Background: an optimization exercise with open tools, aiming at small area, a short achievable clock period and few clock cycles per item. Do not read the settings as production practice. Where RTL was checked, it was by simulation tests only, not by an equivalence proof against the original.

## job 105
## PixelSolverMultiCore
module PixelSolverMultiCore (
  input               io_cmd_valid,
  output              io_cmd_ready,
  input      [27:0]   io_cmd_payload_x,
  input      [27:0]   io_cmd_payload_y,
  output              io_rsp_valid,
  input               io_rsp_ready,
  output     [5:0]    io_rsp_payload_iteration,
  input               clk,
  input               reset
);
Size: roughly 1,200 flip-flops.
Settings: LEC_CHECK=0, CAP_MARGIN=20, CORE_MARGIN=2, CORE_UTILIZATION=60, CTS_BUF_LIST=sky130_fd_sc_hd__clkbuf_16, CTS_CLUSTER_DIAMETER=150, CTS_CLUSTER_SIZE=24, SETUP_SLACK_MARGIN=5, SLEW_MARGIN=20, SYNTH_HIERARCHICAL=1; clock period 10.0 ns.
standard.sh (not shown) runs the stock make flow with config.mk's settings and CLKGATE_MAP_FILE= SYNTH_SCRIPT=/design/flow/synth_recipe.tcl, a recipe that flattens the netlist after the stock synthesis.
==> flow/flow/run.sh <==
#!/bin/bash
set -euo pipefail
MARGIN=${MARGIN:-7}
sed "s/SETUP_SLACK_MARGIN=[0-9.]*/SETUP_SLACK_MARGIN=$MARGIN/" standard.sh > standard_margin.sh
bash standard_margin.sh > standard.log 2>&1
Testbench counts of job 105, summed over its fixed seeds: cycles 255,610, pixels 8,192.
Input changes introduced in job 104 (baseline for comparison: job 105):
--- a/flow/design.v
+++ b/flow/design.v
@@ -8,45 +8,48 @@
   output     [5:0]    io_rsp_payload_iteration,
   input               clk,
   input               reset
 );
   reg  [27:0] r0_x, r0_y, r0_x0, r0_y0;
   reg  [5:0]  r0_it;       
   reg         r0_lesc;     
   reg  [2:0] r0_seq;
   reg         r0_act;      
-  reg  [55:0] r0_snap;
+  reg  [44:0] r0_snap;
   reg  [2:1] act;        
   reg  [13:0] r0_bo, r0_bt;  
   reg  [13:0] r0_bn;         
   reg  [27:0] r0_xn;         
   reg         tk;          
   reg         wb_v;        
   reg  [2:0] wb_seq;      
   reg  [5:0]  wb_res;      
   reg  [5:0]  rob_d [0:7];
   reg  [7:0] rob_v;
   reg  [2:0] head, alloc;
   reg  [3:0] used;
   reg         o_v;
   reg  [5:0]  o_it;
-  assign io_cmd_ready = tk;
+  reg         tk_o, o_vp;   
+  reg  [5:0]  o_itp;        
+  assign io_cmd_ready = tk_o;
   wire        acc = tk & io_cmd_valid;
-  assign io_rsp_valid = o_v;
-  assign io_rsp_payload_iteration = o_it;
+  assign io_rsp_valid = o_vp;
+  assign io_rsp_payload_iteration = o_itp;
   wire [5:0]  itc = r0_it + 6'd1;
   wire        inx = (r0_x[27:22] == 6'd0) | (r0_x[27:22] == 6'h3f);
   wire        iny = (r0_y[27:22] == 6'd0) | (r0_y[27:22] == 6'h3f);
   wire [3:0]  qx = r0_x[21:18] ^ {4{r0_x[27]}};
   wire [3:0]  qy = r0_y[21:18] ^ {4{r0_y[27]}};
   wire        big = inx & iny & (qx[3] | qy[3] | (qx[2] & qy[2] & ((~qx[1] & qy[1] & qy[0]) | (qx[1] & ~qx[0] & qy[1]) | (qx[1] & qx[0]))));
-  wire        cyc = (itc > 6'd4) & ({r0_x, r0_y} == r0_snap);
-  wire [55:0] snape = (itc[1:0] == 0) ? {r0_x, r0_y} : r0_snap;
+  wire        zsmall = (r0_x[27:21] == {7{r0_x[21]}}) & (r0_y[27:21] == {7{r0_y[21]}});
+  wire        cyc = (itc > 6'd4) & zsmall & r0_snap[44] & ({r0_x[21:0], r0_y[21:0]} == r0_snap[43:0]);
+  wire [44:0] snape = (itc[1:0] == 0) ? {zsmall, r0_x[21:0], r0_y[21:0]} : r0_snap;
   wire        live = r0_act & ~r0_lesc;
   wire        fe0 = live & (big | cyc | (itc == 6'd62));    
   wire        f620 = ~big & ~cyc;                           
   wire        fl0 = r0_act & r0_lesc;                       
   wire        ld = ~o_v | io_rsp_ready;
   wire        pop = ld & rob_v[head];
   wire        wr = wb_v | fl0;
   wire [2:0] wr_seq = wb_v ? wb_seq : r0_seq;
   wire [5:0]  wr_res = wb_v ? wb_res : r0_it;
@@ -3171,20 +3174,20 @@
   reg [2:0] p2_seq;
   reg [0:0] p1_fe;
   reg [0:0] p2_fe;
   reg [0:0] p1_f62;
   reg [0:0] p2_f62;
   reg [0:0] p1_bg;
   reg [0:0] p2_bg;
   reg [0:0] p1_fl;
   reg [0:0] p2_fl;
-  reg [55:0] p1_snap;
-  reg [55:0] p2_snap;
+  reg [44:0] p1_snap;
+  reg [44:0] p2_snap;
   reg q1_r0_y0_0;
   reg q2_q1_r0_y0_0;
   assign pp1 = ~(r0_x[0] & r0_x[1]);
   assign pp2 = ~(r0_x[0] & r0_x[2]);
   assign pp3 = ~(r0_x[0] & r0_x[3]);
   assign pp4 = ~(r0_x[0] & r0_x[4]);
   assign pp5 = ~(r0_x[0] & r0_x[5]);
   assign pp6 = ~(r0_x[0] & r0_x[6]);
   assign pp7 = ~(r0_x[0] & r0_x[7]);
@@ -6359,38 +6362,44 @@
       r0_y0 <= p2_y0;
       r0_it <= it_l;
       r0_lesc <= esc_l;
       r0_seq <= p2_seq;
     end
     r0_snap <= p2_snap;
     wb_seq <= p2_seq;
     wb_res <= (bg_l | (f62_l & esc_l)) ? it_l : 6'd63;
     if (wr) rob_d[wr_seq] <= wr_res;
-    if (ld) o_it <= rob_d[head];
-    tk <= free_n & room;
-    o_v <= ~reset & (ld ? rob_v[head] : o_v);
+    o_itp <= ld ? rob_d[head] : o_it;
+    tk_o <= ~reset & free_n & room;
+    o_vp <= ~reset & (ld ? rob_v[head] : o_v);
   end
   always @(posedge clk or posedge reset) begin
     if (reset) begin
+      tk <= 1'b0;
       r0_act <= 1'b0;
       act <= 2'd0;
       wb_v <= 1'b0;
       rob_v <= 8'd0;
       head <= 3'd0;
       alloc <= 3'd0;
       used <= 4'd0;
+      o_v <= 1'b0;
+      o_it <= 6'd0;
     end else begin
+      tk <= free_n & room;
       r0_act <= acc | cont_l;
       act <= {act[1:1], r0_act};
       wb_v <= act[2] & fe_l;
       if (acc) alloc <= alloc + 1'b1;
       used <= used + {3'd0, acc} - {3'd0, pop};
       if (pop) head <= head + 1'b1;
+      if (ld) o_v <= rob_v[head];
+      if (ld) o_it <= rob_d[head];
       rob_v <= (rob_v & ~({7'd0, pop} << head)) | ({7'd0, wr} << wr_seq);
     end
   end
 endmodule
 module MandelFA (input a, input b, input c, output s, output co);
   assign s = a ^ b ^ c;
   assign co = (a & b) | (a & c) | (b & c);
 endmodule
 module MandelHA (input a, input b, output s, output co);
--- outcome ---
- Between job 104 and job 105, it is job 104 whose critical path depth is higher, by 14.
- Job 105 → job 104: count of state elements after synthesis lower; first-pass GRT wire length lower.
- Number of max-capacitance violations reported came out exactly the same in job 105 and job 104.
- Going from job 105 to job 104, final weighted congestion in routability-driven placement lost 1.7%; worst setup slack picked up an extra 0.075 ns; final-layout worst hold slack picked up an extra 0.0049 ns.
- Initial core utilization (job 104 over job 105): increase, 0.34 points
- Slew at the pin closest to its max-slew limit (lower): job 104
- The higher clock slew at the register clock pins of the worst setup and hold paths of job 105 and job 104 is in job 105.
- Job 104: die area lower than job 105
- ~same final non-filler cell total in job 105 and job 104
Function not checked in job 104: the RTL went through the layout flow alone.

==> afterwards: timing with drivers on the ports <==
How much do the figures lean on ideal ports? The routed layouts below were timed once more, with nothing changed but the port constraints. Step 1 (the two cells are an assumption about what drives the block):
set clk [get_ports {clk}]
set_driving_cell -lib_cell sky130_fd_sc_hd__clkbuf_16 $clk
set_driving_cell -lib_cell sky130_fd_sc_hd__buf_2 [delete_from_list [all_inputs] $clk]
Step 2 moves the port delays by t, midway between the first and last clock arrival at a register: inputs arrive t later, outputs are due t later. That takes back most of the time a late clock gives input paths. Slacks: no drivers / after step 1 / after step 2; pairs: no drivers / after step 1.
run | t (ns) | setup WS [ns] | worst register clock-pin slew, ns
job 105 | 0.798 | 6.737 / 6.659 / 6.260 | 0.11 / 0.11
job 104 | 0.792 | 6.812 / 6.773 / 6.404 | 0.11 / 0.11
After both steps setup and hold are still met in every run listed. The setup slack of job 105, which loses most, moves by -0.078 ns with the drivers and by -0.477 ns with both steps.
